Background: an optimization exercise with open tools, aiming at small area. Do not read the settings as production practice. At most, simulation tests tie the RTL to the original design; equivalence was not proved. The RTL of run 4 was laid out without a check of its function.

==> flow/design.v (outline; a module is shown in full before it is edited, if it fits) <==
// module P2SUM: 214 lines
// module RCA: 16 lines
// module DPA: 937 lines
// module HMUL: 348 lines
// module FFT16_SEQUENTIAL: 104 lines
module FFT16_SEQUENTIAL(A, Y, CLK, START, DONE, RESET);
  // ...
==> flow/run.sh <==
#!/bin/bash
# synth_recipe.tcl (not shown) runs the flow's synth.tcl, then flattens the netlist and writes it again
# the make line also repeats each setting of config.mk as NAME=value (left out here)
make -C /OpenROAD-flow-scripts/flow DESIGN_CONFIG=/design/flow/config.mk WORK_HOME=/design/flow/orfs CLKGATE_MAP_FILE= SYNTH_SCRIPT=/design/flow/synth_recipe.tcl finish
==> flow/config.mk <==
export PLATFORM = sky130hd
export DESIGN_NAME = FFT16_SEQUENTIAL
export DESIGN_NICKNAME = FFT16_SEQUENTIAL
export VERILOG_FILES = /design/flow/design.v
export SDC_FILE = /design/flow/constraint.sdc
export NUM_CORES = 4
export LEC_CHECK = 0
export CAP_MARGIN = 20
export CORE_MARGIN = 2
export CORE_UTILIZATION = 40
export SLEW_MARGIN = 20
==> flow/constraint.sdc <==
create_clock -name core_clock -period 14.0 [get_ports {CLK}]
set_input_delay 2.8000 -clock core_clock [delete_from_list [all_inputs] [get_ports {CLK}]]
set_output_delay 2.8000 -clock core_clock [all_outputs]
set_load 0.01 [all_outputs]
==> results.sh, run 1 <==
export IMPL_core_mm2=0.0930
export IMPL_period_needed_ps=13570
export IMPL_largest_reg_flops=512
export IMPL_critical_path_class="register to register"
export IMPL_tns_ps=0
export IMPL_clkSinkCount=519
export IMPL_hold_ws_ps=306
export IMPL_status="timing/DRC/antenna clean"
export IMPL_async_reset_ff_frac=0
export IMPL_fin_area_mm2=0.0419
export IMPL_nFillCells=8874
export IMPL_fin_cells=4981
export IMPL_clk_pin_slew_ps=60
export IMPL_multi_input_area_mm2=0.0247
export IMPL_clk_latency_ps=590
export IMPL_dp_cells=4872
export IMPL_buf_share=0.0403
export IMPL_seq_cells=519
export IMPL_synth_seq_area_share=0.278
export IMPL_drt_met1_wl_mm=45.8
export IMPL_drive_gt1_frac=0.107
export IMPL_final_max_slew_violation_count=0
export IMPL_cts_resized=19
export IMPL_fmax_mhz=73.7
export IMPL_root_buffer="clkbuf_16"
export IMPL_die_height_um=310
export IMPL_finalCritPeriodShare=0.969
export IMPL_cts_tree="yes"
export IMPL_synthMostInstantiatedCell="fa_1"
export IMPL_antenna_cells=2
export IMPL_cts_made_buffers=51
export IMPL_regArea_mm2=0.0104
export IMPL_fin_util=0.450
export IMPL_nMultiInputCombCells=2430
export IMPL_end_kind="register"
==> inputs of run 2 (changes only) <==
--- a/flow/config.mk
+++ b/flow/config.mk
@@ -9,3 +9,4 @@
 export CORE_MARGIN = 2
 export CORE_UTILIZATION = 40
+export CTS_BUF_LIST = sky130_fd_sc_hd__clkbuf_4 sky130_fd_sc_hd__clkbuf_8
 export SLEW_MARGIN = 20
==> run 2 against run 1 <==
- still clean
- hold slack got worse by 5.8 ps
- final cell count grew 1.0%
- sequential share of layout area down 0.11 points
- non-clock buffer count shrank 2
- wire length up 0.14%
- core utilization rose by 0.21 points
- largest cell class unchanged
- highest routed layer unchanged
==> results.sh, run 2 <==
export IMPL_drive_gt1_frac=0.122
export IMPL_cpPeakStageDelay_ps=520
export IMPL_cts_tree="yes"
export IMPL_via_count=23800
export IMPL_place_congestion=0.941
export IMPL_cts_hold_buf=0
export IMPL_grt_overflow_total=0
export IMPL_synth_common_cells="546 x fa_1, 522 x nand2_1, 519 x dfxtp_1, 488 x inv_1, 345 x xnor2_1"
export IMPL_firstDrtPassIters=5
export IMPL_crit_fanout=6
export IMPL_clkSinkCount=519
export IMPL_final_max_slew_violation_count=0
export IMPL_fmax_mhz=73.5
export IMPL_grt_max_degree=84
export IMPL_crit_path_top_delay_cell="fa_1"
export IMPL_clockBufferDepth=3
export IMPL_fin_util=0.452
export IMPL_critical_path_class="register to register"
export IMPL_routed_wl_mm=102
export IMPL_cts_made_buffers=82
export IMPL_synth_cell_type_count=66
export IMPL_required_ps=14550
export IMPL_hold_ws_ps=300
export IMPL_relSlewSlack=0.332
export IMPL_start_kind="register"
export IMPL_layout_common_cells="518 x nand2_1, 516 x dfxtp_1, 511 x fa_1"
export IMPL_die_w_um=310
export IMPL_reg2reg_from="STATE[4]"
export IMPL_die_height_um=310
export IMPL_async_reset_ff_frac=0
export IMPL_crit_top_cell="fa_1"
export IMPL_syn_inst=3629
export IMPL_status="timing/DRC/antenna clean"
export IMPL_regMostFlops="T"
export IMPL_min_path_type="register to register"
export IMPL_pin_count=68
export IMPL_synth_net_count=4329
export IMPL_end_kind="register"
export IMPL_wl_per_cell_um=20.2
export IMPL_drt_iter0_drc=1320
export IMPL_cap_violations=0
export IMPL_use_met2=0.360
export IMPL_nNetsFinal=4416
export IMPL_drc=0
export IMPL_top_regs="T x512, STATE x6, LAST_START x1"
export IMPL_hold_viol_final=0
export IMPL_syn_to_final_growth_pct=12.4
export IMPL_grt_pass1_vias=25200
export IMPL_mostFrequentLayoutCell="nand2_1"
export IMPL_track_usage=0.218
export IMPL_clk_latency_ps=690
export IMPL_setup_viol_count_final=0
export IMPL_port_buffers=67
export IMPL_yosys_warnings=3
export IMPL_synth_edf_count=0
export IMPL_synthTopCellsByArea="fa_1 29%, dfxtp_1 28%, xnor2_1 8.1%"
export IMPL_finalCritPeriodShare=0.971
export IMPL_root_buffer="clkbuf_8"
export IMPL_critical_path_startpoint="STATE[4]"
export IMPL_yosysTopAreaCell="fa_1"
export IMPL_top_usage_layer="met2"
export IMPL_die_area_mm2=0.0961
export IMPL_largest_reg_flops=512
export IMPL_yosys_register_bits=519
export IMPL_grt_pass1_wl_mm=156
export IMPL_antenna_found_initial=8
export IMPL_netlist_area_mm2=0.0374
export IMPL_synth_seq_area_share=0.278
export IMPL_dpl_hpwl_mm=81.8
export IMPL_h_tree_depth=3
export IMPL_period_needed_ps=13600
export IMPL_use_met1=0.296
export IMPL_worstMarginPinSlew_ps=1000
export IMPL_finClkSkew_ps=38.7
export IMPL_clk_pin_slew_ps=70
export IMPL_initial_core_util=0.402
export IMPL_ant_nets=0
export IMPL_cp_arrival_ps=14150
export IMPL_synthMostInstantiatedCell="fa_1"
export IMPL_hold_start="T[7][17]"
export IMPL_rows=112
export IMPL_routed_via_density=4.72
export IMPL_pre_cts_ws_ps=-302
export IMPL_ys_flop_type="dfxtp_1"
export IMPL_grt_use_met3=0.0308
export IMPL_core_mm2=0.0930
export IMPL_avgSynthCellArea_um2=10.3
export IMPL_synth_top_area_share=0.292
export IMPL_fin_ws_ps=402
==> run 2: final timing paths <==
path | endpoint | slack, ps | depth (start not counted)
min | T[8][17] | 300 | 0
min reg2reg | T[8][17] | 300 | 0
max reg2reg | T[12][14] | 400 | 44
max | T[12][14] | 400 | 44
==> run 2: cell families (layout without fill, tap and decap cells) <==
group,Yosys count,in the layout,share of synthesized area
simple gates,697,697,0.0746
flops,519,519,0.278
buf+inv,680,827,0.0726
compound gates,264,264,0.0407
other cells,0,2,0
xor+xnor,486,486,0.114
fa+ha+maj,697,697,0.340
mux,286,286,0.0802
==> run 2: timing repair <==
item	4_1_cts	5_1_grt
setup endpoints to repair	10	14
pin swaps	6	7
gates resized for setup	25	32
buffers inserted	4	10
==> run 2: layout make-up <==
cell class | instances | area, um^2
well taps | 1254 | 1570
multi-input cells | 2430 | 24700
diodes | 2 | 5.00
clock buffers | 126 | 1620
repair buffers | 192 | 1660
flip-flops and latches | 519 | 10400
clock inverters | 18 | 260
inverters | 491 | 1850
fillers | 8862 | 51000
==> run 2: stage by stage <==
stage / area [um^2] / cells / TNS [ps]
6_report: 42100 / 5032 / 0
5_1_grt: 42100 / 5032 / -35.8
4_1_cts: 41900 / 5020 / 0
3_5_place_dp: 39900 / 4872 / -1920
3_3_place_gp: 39900 / 4872 / -156
2_1_floorplan: 37600 / 3629 / 0
==> run 2: metal layers <==
metal | part of all wire | vias to the layer above | routed length [um]
met5 | 0.00041 | - | 42
met4 | 0.030 | 6 | 3030
met3 | 0.045 | 131 | 4570
met2 | 0.48 | 508 | 48400
met1 | 0.45 | 11800 | 45500
li1 | - | 11300 | -
==> run 2: worst max-delay path: cells and delay by family (launching register included) <==
| kind | cells | cell delay, ps |
|---|---|---|
| simple gates | 2 | 530 |
| fa+ha+maj | 33 | 11550 |
| xor+xnor | 1 | 90 |
| flops | 1 | 330 |
| buf+inv | 6 | 460 |
| mux | 2 | 520 |
==> inputs of run 3 (changes only) <==
--- a/flow/config.mk
+++ b/flow/config.mk
@@ -8,5 +8,6 @@
 export CAP_MARGIN = 20
 export CORE_MARGIN = 2
-export CORE_UTILIZATION = 40
-export CTS_BUF_LIST = sky130_fd_sc_hd__clkbuf_4 sky130_fd_sc_hd__clkbuf_8
+export CORE_UTILIZATION = 60
+export CTS_BUF_LIST = sky130_fd_sc_hd__clkbuf_2 sky130_fd_sc_hd__clkbuf_4
+export CTS_CLUSTER_SIZE = 20
 export SLEW_MARGIN = 20
==> run 3 against run 2 <==
- global-route usage is 13 points higher
- via count is 7.1% higher
- fmax is 0.85% lower
- largest cell class unchanged
- final cell count is 6.3% lower
- critical path type unchanged
- count of clock-buffer cells in the layout is 65 higher
- synthesized cell count stayed put
- cell area is 1.4% lower
==> results.sh, run 3 <==
export IMPL_status="timing/DRC/antenna clean"
export IMPL_cap_violations=0
export IMPL_netlist_area_mm2=0.0374
export IMPL_routed_via_density=5.40
export IMPL_drc=0
export IMPL_worstMarginPinSlew_ps=991
export IMPL_finalCritPeriodShare=0.980
export IMPL_synth_top_area_share=0.292
export IMPL_mostFrequentLayoutCell="nand2_1"
export IMPL_critical_path_class="register to register"
export IMPL_hold_viol_final=0
export IMPL_die_height_um=254
export IMPL_required_ps=14850
export IMPL_async_reset_ff_frac=0
export IMPL_fmax_mhz=72.9
export IMPL_top_regs="T x512, STATE x6, LAST_START x1"
export IMPL_dpl_hpwl_mm=86.3
export IMPL_ant_nets=0
export IMPL_pre_cts_ws_ps=-252
export IMPL_synth_edf_count=0
export IMPL_grt_pass1_wl_mm=163
export IMPL_period_needed_ps=13710
export IMPL_syn_to_final_growth_pct=10.9
export IMPL_clkSinkCount=519
export IMPL_setup_viol_count_final=0
export IMPL_start_kind="register"
export IMPL_h_tree_depth=4
export IMPL_nFillCells=4892
export IMPL_placed_cell_area_mm2=0.0394
export IMPL_fin_ws_ps=287
export IMPL_synth_net_count=4329
export IMPL_crit_path_top_delay_cell="fa_1"
export IMPL_nNetsFinal=4473
export IMPL_pin_count=68
export IMPL_antenna_found_initial=2
export IMPL_reg2reg_from="STATE[4]"
export IMPL_yosys_register_bits=519
export IMPL_avgSynthCellArea_um2=10.3
export IMPL_drt_iter0_drc=1732
export IMPL_regArea_mm2=0.0104
export IMPL_synthTopCellsByArea="fa_1 29%, dfxtp_1 28%, xnor2_1 8.1%"
export IMPL_min_path_type="register to register"
export IMPL_cp_arrival_ps=14560
export IMPL_grt_pass1_vias=27300
export IMPL_rows=91
export IMPL_cts_tree="yes"
export IMPL_crit_fanout=5
export IMPL_yosysTopAreaCell="fa_1"
export IMPL_wl_per_cell_um=22.8
export IMPL_end_kind="register"
export IMPL_hold_ws_ps=264
export IMPL_grt_overflow_total=0
export IMPL_ys_flop_type="dfxtp_1"
export IMPL_multi_input_area_mm2=0.0247
export IMPL_initial_core_util=0.607
export IMPL_clockBufferDepth=3
export IMPL_port_buffers=67
export IMPL_final_max_slew_violation_count=0
export IMPL_largest_reg_flops=512
export IMPL_via_count=25500
export IMPL_root_buffer="clkbuf_4"
export IMPL_core_mm2=0.0617
export IMPL_cts_made_buffers=138
export IMPL_die_w_um=254
export IMPL_rsz0062_at_grt="true"
export IMPL_cts_hold_buf=0
export IMPL_track_usage=0.348
export IMPL_synth_seq_area_share=0.278
export IMPL_routed_wl_mm=108
export IMPL_fin_area_mm2=0.0415
export IMPL_clk_pin_slew_ps=60
export IMPL_layout_common_cells="518 x nand2_1, 517 x fa_1, 516 x dfxtp_1"
export IMPL_cpPeakStageDelay_ps=560
export IMPL_die_area_mm2=0.0644
export IMPL_finClkSkew_ps=89.3
export IMPL_regMostFlops="T"
export IMPL_syn_inst=3629
export IMPL_place_congestion=0.967
export IMPL_synth_common_cells="546 x fa_1, 522 x nand2_1, 519 x dfxtp_1, 488 x inv_1, 345 x xnor2_1"
export IMPL_firstDrtPassIters=6
export IMPL_synth_cell_type_count=66
export IMPL_clk_latency_ps=1000
export IMPL_yosys_warnings=3
export IMPL_critical_path_startpoint="STATE[4]"
export IMPL_hold_start="T[6][1]"
export IMPL_synthMostInstantiatedCell="fa_1"
export IMPL_drive_gt1_frac=0.136
export IMPL_crit_top_cell="fa_1"
export IMPL_grt_max_degree=77
export IMPL_relSlewSlack=0.321
-- run 3: layout make-up --
type | count | share of cell area
flip-flops and latches | 519 | 0.250
clock inverters | 51 | 0.00910
inverters | 491 | 0.0447
diodes | 3 | 0.000181
well taps | 837 | 0.0252
clock buffers | 191 | 0.0345
multi-input cells | 2430 | 0.596
repair buffers | 193 | 0.0398
-- run 3: through the flow --
step	util	TNS (ps)	instances
floorplan	-	0	3629
detailed placement	0.639	-1610	4463
global placement	0.639	-24.6	4463
CTS	0.670	0	4706
finish	0.673	0	4715
global route	0.673	-82.4	4715
-- run 3: repair_timing --
| action | 4_1_cts | 5_1_grt |
|---|---|---|
| setup buffers | 1 | 5 |
| setup endpoints to repair | 10 | 12 |
| resized for setup | 26 | 31 |
| pin swaps | 7 | 11 |
| cloned | 0 | 1 |
-- run 3: worst max-delay path: cells and delay by family, from the launching register on --
family	cells	cell delay, ps
xor+xnor	1	150
fa+ha+maj	32	11500
flops	1	330
simple gates	2	580
buf+inv	6	560
mux	2	440
-- run 3: final timing paths --
path	slack, ps	cells after the start	to
hold reg to reg	260	0	T[11][1]
setup reg to reg	290	43	T[12][14]
setup / recovery	290	43	T[12][14]
hold / removal	260	0	T[11][1]
-- run 3: cell families (layout without fill, tap and decap cells) --
| family | count (synthesis) | after routing | synth area share |
|---|---|---|---|
| and+or+nand+nor | 697 | 697 | 0.0746 |
| xor gates and xnor gates | 486 | 486 | 0.114 |
| muxes | 286 | 286 | 0.0802 |
| other | 0 | 3 | 0 |
| buffers and inverters | 680 | 926 | 0.0726 |
| AOI/OAI and AO/OA | 264 | 264 | 0.0407 |
| DFF | 519 | 519 | 0.278 |
| adders and majority gates | 697 | 697 | 0.340 |
-- run 3: metal layers --
| metal | part of all wire | global-route usage |
|---|---|---|
| met5 | 0 | 0 |
| met4 | 0.055 | 0.183 |
| met2 | 0.49 | 0.585 |
| met3 | 0.062 | 0.0673 |
| met1 | 0.39 | 0.426 |
==> module FFT16_SEQUENTIAL, before the edit <==
module FFT16_SEQUENTIAL(A, Y, CLK, START, DONE, RESET);
input  [31:0] A;
output [31:0] Y;
input         CLK;
input         START;
output        DONE;
input         RESET;
reg [5:0] STATE;
reg       LAST_START;
always @(posedge CLK) begin
    if (RESET) begin
        LAST_START <= 1'b0;
        STATE      <= 6'd0;
    end else begin
        LAST_START <= START;
        case (STATE)
            6'd0:    STATE <= (~LAST_START & START) ? 6'd1 : 6'd0;
            6'd33:   STATE <= 6'd0;
            default: STATE <= STATE + 6'd1;
        endcase
    end
end
assign DONE = (STATE == 6'd18);
reg  [31:0] T [0:3][0:3];
wire [3:0] k    = STATE[3:0];
wire       act  = (STATE[5:4] == 2'b00);
wire       init = act & (STATE[3:2] == 2'b00);
wire [1:0] n    = k[3:2];
wire [15:0] xr  = A[31:16] & {16{act}};
wire [15:0] xi  = A[15:0]  & {16{act}};
wire [31:0] tap [0:3];
genvar b;
generate
    for (b = 0; b < 4; b = b + 1) begin : ph1
        wire [1:0] br = k[1:0] - 2'd2 - b;
        wire [1:0] e  = n * br + ((k[1:0] == 2'd2 && br == 2'd2) ? 2'd1 : 2'd0);
        wire       nr = e[1] & act;
        wire       ni = (e[0] ^ e[1]) & act;
        wire [15:0] ar = e[0] ? xi : xr;
        wire [15:0] ai = e[0] ? xr : xi;
        wire [31:0] acc = init ? 32'd0 : T[0][b];
        wire [15:0] yr, yi;
        RCA #(16) ur (.a(acc[31:16]), .b(ar ^ {16{nr}}), .ci(nr), .y(yr));
        RCA #(16) ui (.a(acc[15:0]),  .b(ai ^ {16{ni}}), .ci(ni), .y(yi));
        assign tap[b] = {yr, yi};
    end
endgenerate
wire        a_p   = (STATE == 6'd15) | (STATE == 6'd17);
wire        a_q   = (STATE == 6'd14) | (STATE == 6'd16);
wire        a_sw  = a_q;
wire        a_n1  = (STATE == 6'd17);
wire        a_n2  = a_n1 ^ a_sw;
wire [31:0] a_in  = a_p ? T[2][0] : T[1][1];
wire [15:0] a_pp  = a_sw ? a_in[15:0]  : a_in[31:16];
wire [15:0] a_qq  = a_sw ? a_in[31:16] : a_in[15:0];
wire [15:0] a_d1, a_d2;
DPA u_dpa (.p(a_pp), .q(a_qq), .n1(a_n1), .n2(a_n2), .d1(a_d1), .d2(a_d2));
wire        h_r   = (STATE == 6'd15) | (STATE == 6'd16);
wire        h_s   = (STATE == 6'd19) | (STATE == 6'd20);
wire        h_t   = (STATE == 6'd16) | (STATE == 6'd20);
wire [31:0] h_in  = h_s ? T[2][3] : T[1][0];
wire [15:0] h_cr  = h_in[31:16];
wire [15:0] h_ci  = h_in[15:0];
wire [16:0] h_w1, h_w2;
wire [15:0] h_y1, h_y2;
wire [15:0] h_crx = h_cr ^ {16{h_t}};
wire [15:0] h_cix = h_ci ^ {16{h_t}};
RCA #(17) uw1 (.a({h_ci[15], h_ci}), .b({h_crx[15], h_crx}), .ci(h_t), .y(h_w1));
RCA #(17) uw2 (.a({h_cix[15], h_cix}), .b({~h_cr[15], ~h_cr}), .ci(1'b1), .y(h_w2));
HMUL u_h1 (.w(h_w1), .t(1'b0), .y(h_y1));
HMUL u_h2 (.w(h_w2), .t(h_t),  .y(h_y2));
integer i, j;
always @(posedge CLK) begin
    for (i = 0; i < 4; i = i + 1)
        for (j = 0; j < 4; j = j + 1)
            T[(i + 1) % 4][(j + 1) % 4] <= T[i][j];
    for (j = 0; j < 4; j = j + 1)
        T[1][(j + 1) % 4] <= tap[j];
    if (a_q) T[2][2] <= {a_d1, a_d2};
    if (a_p) T[3][1] <= {a_d1, a_d2};
    if (h_r) T[2][1] <= {h_y1, h_y2};
    if (h_s) T[3][0] <= {h_y1, h_y2};
end
wire [3:0]  kk = STATE[3:0] - 4'd2;
wire [1:0]  q  = kk[3:2];
wire [15:0] rr [0:3];
wire [15:0] ri [0:3];
wire [3:0]  cr, ci;
generate
    for (b = 0; b < 4; b = b + 1) begin : ph2
        wire [1:0] g = kk[1:0] + 2'd2 - b;
        wire [1:0] e = g * q;
        wire [31:0] s = T[b][0];
        assign cr[b] = e[1];
        assign ci[b] = e[0] ^ e[1];
        assign rr[b] = (e[0] ? s[15:0]  : s[31:16]) ^ {16{cr[b]}};
        assign ri[b] = (e[0] ? s[31:16] : s[15:0])  ^ {16{ci[b]}};
    end
endgenerate
wire [15:0] yr, yi;
P2SUM u_sr (.r0(rr[0]), .r1(rr[1]), .r2(rr[2]), .r3(rr[3]), .c(cr), .y(yr));
P2SUM u_si (.r0(ri[0]), .r1(ri[1]), .r2(ri[2]), .r3(ri[3]), .c(ci), .y(yi));
assign Y = {yr, yi};
endmodule
==> inputs of run 4 (changes only) <==
--- a/flow/design.v
+++ b/flow/design.v
@@ -1542,6 +1542,7 @@
 wire       init = act & (STATE[3:2] == 2'b00);
 wire [1:0] n    = k[3:2];
-wire [15:0] xr  = A[31:16] & {16{act}};
-wire [15:0] xi  = A[15:0]  & {16{act}};
+wire       g0   = n[0] & k[0];
+wire [15:0] xh  = (g0 ? A[15:0]  : A[31:16]) & {16{act}};
+wire [15:0] xl  = (g0 ? A[31:16] : A[15:0])  & {16{act}};
 wire [31:0] tap [0:3];
 genvar b;
@@ -1549,13 +1550,12 @@
     for (b = 0; b < 4; b = b + 1) begin : ph1
         wire [1:0] br = k[1:0] - 2'd2 - b;
-        wire [1:0] e  = n * br + ((k[1:0] == 2'd2 && br == 2'd2) ? 2'd1 : 2'd0);
-        wire       nr = e[1] & act;
-        wire       ni = (e[0] ^ e[1]) & act;
-        wire [15:0] ar = e[0] ? xi : xr;
-        wire [15:0] ai = e[0] ? xr : xi;
+        wire [1:0] e  = n * br;
+        wire       f  = (b % 2 == 1) ? n[0] : 1'b0;
+        wire       sr = (f ? (e[0] ^ e[1]) : e[1]) & act;
+        wire       si = (f ? e[1] : (e[0] ^ e[1])) & act;
         wire [31:0] acc = init ? 32'd0 : T[0][b];
         wire [15:0] yr, yi;
-        RCA #(16) ur (.a(acc[31:16]), .b(ar ^ {16{nr}}), .ci(nr), .y(yr));
-        RCA #(16) ui (.a(acc[15:0]),  .b(ai ^ {16{ni}}), .ci(ni), .y(yi));
+        RCA #(16) ur (.a(acc[31:16]), .b(xh ^ {16{sr}}), .ci(sr), .y(yr));
+        RCA #(16) ui (.a(acc[15:0]),  .b(xl ^ {16{si}}), .ci(si), .y(yi));
         assign tap[b] = {yr, yi};
     end
@@ -1563,10 +1563,9 @@
 wire        a_p   = (STATE == 6'd15) | (STATE == 6'd17);
 wire        a_q   = (STATE == 6'd14) | (STATE == 6'd16);
-wire        a_sw  = a_q;
 wire        a_n1  = (STATE == 6'd17);
-wire        a_n2  = a_n1 ^ a_sw;
+wire        a_n2  = a_n1 ^ a_q;
 wire [31:0] a_in  = a_p ? T[2][0] : T[1][1];
-wire [15:0] a_pp  = a_sw ? a_in[15:0]  : a_in[31:16];
-wire [15:0] a_qq  = a_sw ? a_in[31:16] : a_in[15:0];
+wire [15:0] a_pp  = a_in[31:16];
+wire [15:0] a_qq  = a_in[15:0];
 wire [15:0] a_d1, a_d2;
 DPA u_dpa (.p(a_pp), .q(a_qq), .n1(a_n1), .n2(a_n2), .d1(a_d1), .d2(a_d2));
@@ -1585,4 +1584,7 @@
 HMUL u_h1 (.w(h_w1), .t(1'b0), .y(h_y1));
 HMUL u_h2 (.w(h_w2), .t(h_t),  .y(h_y2));
+function [31:0] hswap(input [31:0] v);
+    hswap = {v[15:0], v[31:16]};
+endfunction
 integer i, j;
 always @(posedge CLK) begin
@@ -1590,13 +1592,24 @@
         for (j = 0; j < 4; j = j + 1)
             T[(i + 1) % 4][(j + 1) % 4] <= T[i][j];
-    for (j = 0; j < 4; j = j + 1)
-        T[1][(j + 1) % 4] <= tap[j];
-    if (a_q) T[2][2] <= {a_d1, a_d2};
-    if (a_p) T[3][1] <= {a_d1, a_d2};
-    if (h_r) T[2][1] <= {h_y1, h_y2};
-    if (h_s) T[3][0] <= {h_y1, h_y2};
+    T[1][1] <= hswap(tap[0]);
+    T[1][2] <= tap[1];
+    T[1][3] <= tap[2];
+    T[1][0] <= hswap(tap[3]);
+    T[2][2] <= a_q ? {a_d1, a_d2} : hswap(T[1][1]);
+    T[3][1] <= a_p ? {a_d1, a_d2} : T[2][0];
+    T[2][1] <= h_r ? {h_y1, h_y2} : T[1][0];
+    T[3][0] <= h_s ? {h_y1, h_y2} : hswap(T[2][3]);
 end
 wire [3:0]  kk = STATE[3:0] - 4'd2;
 wire [1:0]  q  = kk[3:2];
+reg  [1:0]  fr;
+always @(*) begin
+    case (kk)
+        4'd0:  fr = 2'b01;  4'd1:  fr = 2'b11;  4'd2:  fr = 2'b01;  4'd3:  fr = 2'b00;
+        4'd4:  fr = 2'b10;  4'd5:  fr = 2'b00;  4'd6:  fr = 2'b10;  4'd7:  fr = 2'b11;
+        4'd8:  fr = 2'b01;  4'd9:  fr = 2'b11;  4'd10: fr = 2'b01;  4'd11: fr = 2'b00;
+        4'd12: fr = 2'b10;  4'd13: fr = 2'b00;  4'd14: fr = 2'b10;  default: fr = 2'b11;
+    endcase
+end
 wire [15:0] rr [0:3];
 wire [15:0] ri [0:3];
@@ -1604,11 +1617,13 @@
 generate
     for (b = 0; b < 4; b = b + 1) begin : ph2
-        wire [1:0] g = kk[1:0] + 2'd2 - b;
-        wire [1:0] e = g * q;
+        wire [1:0] g  = kk[1:0] + 2'd2 - b;
+        wire [1:0] e  = g * q + ((kk[1:0] == 2'd2 && g == 2'd2) ? 2'd1 : 2'd0);
+        wire       f  = (b == 1) ? fr[0] : (b == 3) ? fr[1] : 1'b0;
+        wire       sw = e[0] ^ f;
         wire [31:0] s = T[b][0];
         assign cr[b] = e[1];
         assign ci[b] = e[0] ^ e[1];
-        assign rr[b] = (e[0] ? s[15:0]  : s[31:16]) ^ {16{cr[b]}};
-        assign ri[b] = (e[0] ? s[31:16] : s[15:0])  ^ {16{ci[b]}};
+        assign rr[b] = (sw ? s[15:0]  : s[31:16]) ^ {16{cr[b]}};
+        assign ri[b] = (sw ? s[31:16] : s[15:0])  ^ {16{ci[b]}};
     end
 endgenerate
--- a/flow/config.mk
+++ b/flow/config.mk
@@ -8,6 +8,6 @@
 export CAP_MARGIN = 20
 export CORE_MARGIN = 2
-export CORE_UTILIZATION = 60
-export CTS_BUF_LIST = sky130_fd_sc_hd__clkbuf_2 sky130_fd_sc_hd__clkbuf_4
-export CTS_CLUSTER_SIZE = 20
+export CORE_UTILIZATION = 40
+export CTS_CLUSTER_DIAMETER = 80
+export CTS_CLUSTER_SIZE = 30
 export SLEW_MARGIN = 20
==> run 4 against run 3 <==
- hold slack improved by 55 ps
- clock skew decreased by 56 ps
- core utilization is 23 points lower
- critical path depth grew 5
- non-clock buffer count is 27 lower
- setup slack improved by 76 ps
==> results.sh, run 4 <==
export IMPL_cap_violations=0
export IMPL_netlist_area_mm2=0.0368
export IMPL_firstDrtPassIters=7
export IMPL_period_needed_ps=13640
export IMPL_ant_nets=0
export IMPL_relSlewSlack=0.291
export IMPL_tns_ps=0
export IMPL_crit_top_cell="fa_2"
export IMPL_cts_tree="yes"
export IMPL_hold_viol_final=0
export IMPL_avgSynthCellArea_um2=11.0
export IMPL_finalCritPeriodShare=0.974
export IMPL_mostFrequentLayoutCell="dfxtp_1"
export IMPL_place_congestion=0.924
export IMPL_syn_inst=3353
export IMPL_layout_common_cells="517 x dfxtp_1, 498 x fa_1, 457 x inv_1"
export IMPL_required_ps=14490
export IMPL_pre_cts_ws_ps=-245
export IMPL_grt_max_degree=77
export IMPL_yosysTopAreaCell="fa_1"
export IMPL_antenna_cells=0
export IMPL_yosys_register_bits=519
export IMPL_fin_cells=4577
export IMPL_worstMarginPinSlew_ps=1060
export IMPL_dp_cells=4524
export IMPL_rows=111
export IMPL_status="timing/DRC/antenna clean"
export IMPL_cpPeakStageDelay_ps=570
export IMPL_setup_viol_count_final=0
export IMPL_port_buffers=67
export IMPL_grt_overflow_total=0
export IMPL_h_tree_depth=1
export IMPL_critical_path_class="register to register"
export IMPL_routed_wl_mm=94.7
export IMPL_core_mm2=0.0914
export IMPL_fmax_mhz=73.3
export IMPL_rsz0062_at_grt="true"
export IMPL_min_path_type="register to register"
export IMPL_drc=0
export IMPL_synth_seq_area_share=0.283
export IMPL_crit_fanout=6
export IMPL_fin_ws_ps=363
export IMPL_die_area_mm2=0.0943
export IMPL_drt_iter0_drc=1370
export IMPL_cts_hold_buf=0
export IMPL_regMostFlops="T"
export IMPL_final_max_slew_violation_count=0
export IMPL_top_regs="T x512, STATE x6, LAST_START x1"
export IMPL_synthTopCellsByArea="fa_1 30%, dfxtp_1 28%, xnor2_1 8.0%"
export IMPL_yosys_warnings=3
export IMPL_synth_net_count=4058
export IMPL_cp_arrival_ps=14130
export IMPL_crit_path_top_delay_cell="fa_1"
export IMPL_hold_path_depth=0
export IMPL_grt_pass1_wl_mm=147
export IMPL_synth_top_area_share=0.297
export IMPL_pin_count=68
export IMPL_clk_latency_ps=590
export IMPL_clockBufferDepth=3
export IMPL_drive_gt1_frac=0.123
export IMPL_clkSinkCount=519
export IMPL_wl_per_cell_um=20.7
export IMPL_async_reset_ff_frac=0
export IMPL_finClkSkew_ps=33.6
export IMPL_ys_flop_type="dfxtp_1"
export IMPL_synthMostInstantiatedCell="fa_1"
export IMPL_initial_core_util=0.402
export IMPL_antenna_found_initial=3
export IMPL_track_usage=0.206
export IMPL_clk_pin_slew_ps=110
export IMPL_syn_to_final_growth_pct=9.04
export IMPL_routed_via_density=4.86
export IMPL_synth_edf_count=0
export IMPL_dpl_hpwl_mm=79.1
export IMPL_cts_made_buffers=24
export IMPL_die_w_um=307
export IMPL_root_buffer="clkbuf_16"
export IMPL_hold_ws_ps=319
export IMPL_synth_cell_type_count=75
export IMPL_nNetsFinal=4084
export IMPL_end_kind="register"
export IMPL_rr_worst_depth=48
export IMPL_start_kind="register"
export IMPL_largest_reg_flops=512
export IMPL_synth_common_cells="546 x fa_1, 519 x dfxtp_1, 463 x inv_1, 358 x nand2_1, 335 x xnor2_1"
export IMPL_grt_pass1_vias=23500
export IMPL_via_count=22300
export IMPL_die_height_um=307
run 4: cell types whose count changed in the layout (fill, tap and decap cells not counted), moves of 19 or more:
cell and delta:
nand2_1 -161, mux2_2 +56, fa_1 -19, a21oi_1 -31, buf_4 -28, mux2i_1 -26, clkinv_1 -33, clkbuf_4 -191
fa_2 +19, inv_1 -27, o21ai_0 -51, clkbuf_16 +24, xor2_1 -29
run 4: worst max-delay path: cells and delay by family (launching register included):
| family | cells | cell delay (ps) |
|---|---|---|
| AO/OA/AOI/OAI | 1 | 330 |
| adder cells (fa/ha/maj) | 33 | 10850 |
| buffers and inverters | 8 | 670 |
| flip-flops | 1 | 350 |
| multiplexers | 3 | 880 |
| AND/OR/NAND/NOR | 3 | 470 |
run 4: cell type report:
| class | instances | area [um^2] |
|---|---|---|
| inverters | 472 | 1770 |
| clock inverters | 10 | 141 |
| clock buffers | 28 | 647 |
| fillers | 8584 | 51300 |
| multi-input cells | 2196 | 24200 |
| well taps | 1186 | 1480 |
| flip-flops and latches | 519 | 10400 |
| repair buffers | 166 | 1450 |
run 4: metrics by stage:
| stage | util | cell area (um^2) |
|---|---|---|
| final | 0.439 | 40100 |
| after CTS | 0.436 | 39800 |
| after global routing | 0.439 | 40100 |
| after detailed placement | 0.426 | 38900 |
| after global placement | 0.426 | 38900 |
| after floorplan | - | 36900 |
run 4: path summary, 6_finish.rpt:
path / startpoint / endpoint / slack (ps)
worst min-delay path: T[15][3] / T[0][3] / 320
worst min register to register: T[15][3] / T[0][3] / 320
worst max register to register: STATE[1] / T[12][14] / 360
worst max-delay path: STATE[1] / T[12][14] / 360
run 4: what timing repair did:
action | 4_1_cts | 5_1_grt
gates resized for setup | 14 | 57
pin swaps | 4 | 14
buffers inserted | 7 | 8
gates cloned | 0 | 0
endpoints found under the setup margin | 10 | 14
run 4: metal layers:
metal  part of all wire  vias up  routed length, um  global-route usage
met5                  0        -                  0                   0
met3              0.041       82               3850              0.0191
li1                   -    10400                  -                   -
met4              0.015        0               1460              0.0288
met1               0.48    11300              45400               0.303
met2               0.46      481              44000               0.337
run 4: kinds of logic after synthesis:
family	after synthesis	synth area share
AOI/OAI and AO/OA	187	0.0313
xor gates and xnor gates	452	0.110
adders and majority gates	701	0.348
buffers and inverters	638	0.0705
DFF	519	0.283
muxes	324	0.0967
and+or+nand+nor	532	0.0606

## static timing again, ports no longer ideal
No port has a modelled driver above. Below, the same layouts with a new extraction and two added sets of constraints. Step 1, drivers: a clkbuf_16 drives CLK and a buf_2 each remaining input, both assumed. Step 2 adds t to the input delays and takes it off the output delays; t is the mean of the earliest and latest rising clock arrival at the registers after step 1. Input paths then give back, and output paths get back, about the clock's delay inside the block. Three values: ideal, step 1, step 2; two values: the first two.
run	shift t [ns]	slack for setup (ns)	clock arrival spread, ns	pins driven straight from the clock port
run 1	0.641	0.432 / 0.390 / 0.432	0.023 / 0.023	1
run 2	0.727	0.402 / 0.402 / 0.402	0.044 / 0.044	1
run 3	1.025	0.287 / 0.265 / 0.287	0.091 / 0.092	1
run 4	0.641	0.363 / 0.362 / 0.363	0.035 / 0.035	1
After both steps setup and hold are still met in every run listed.
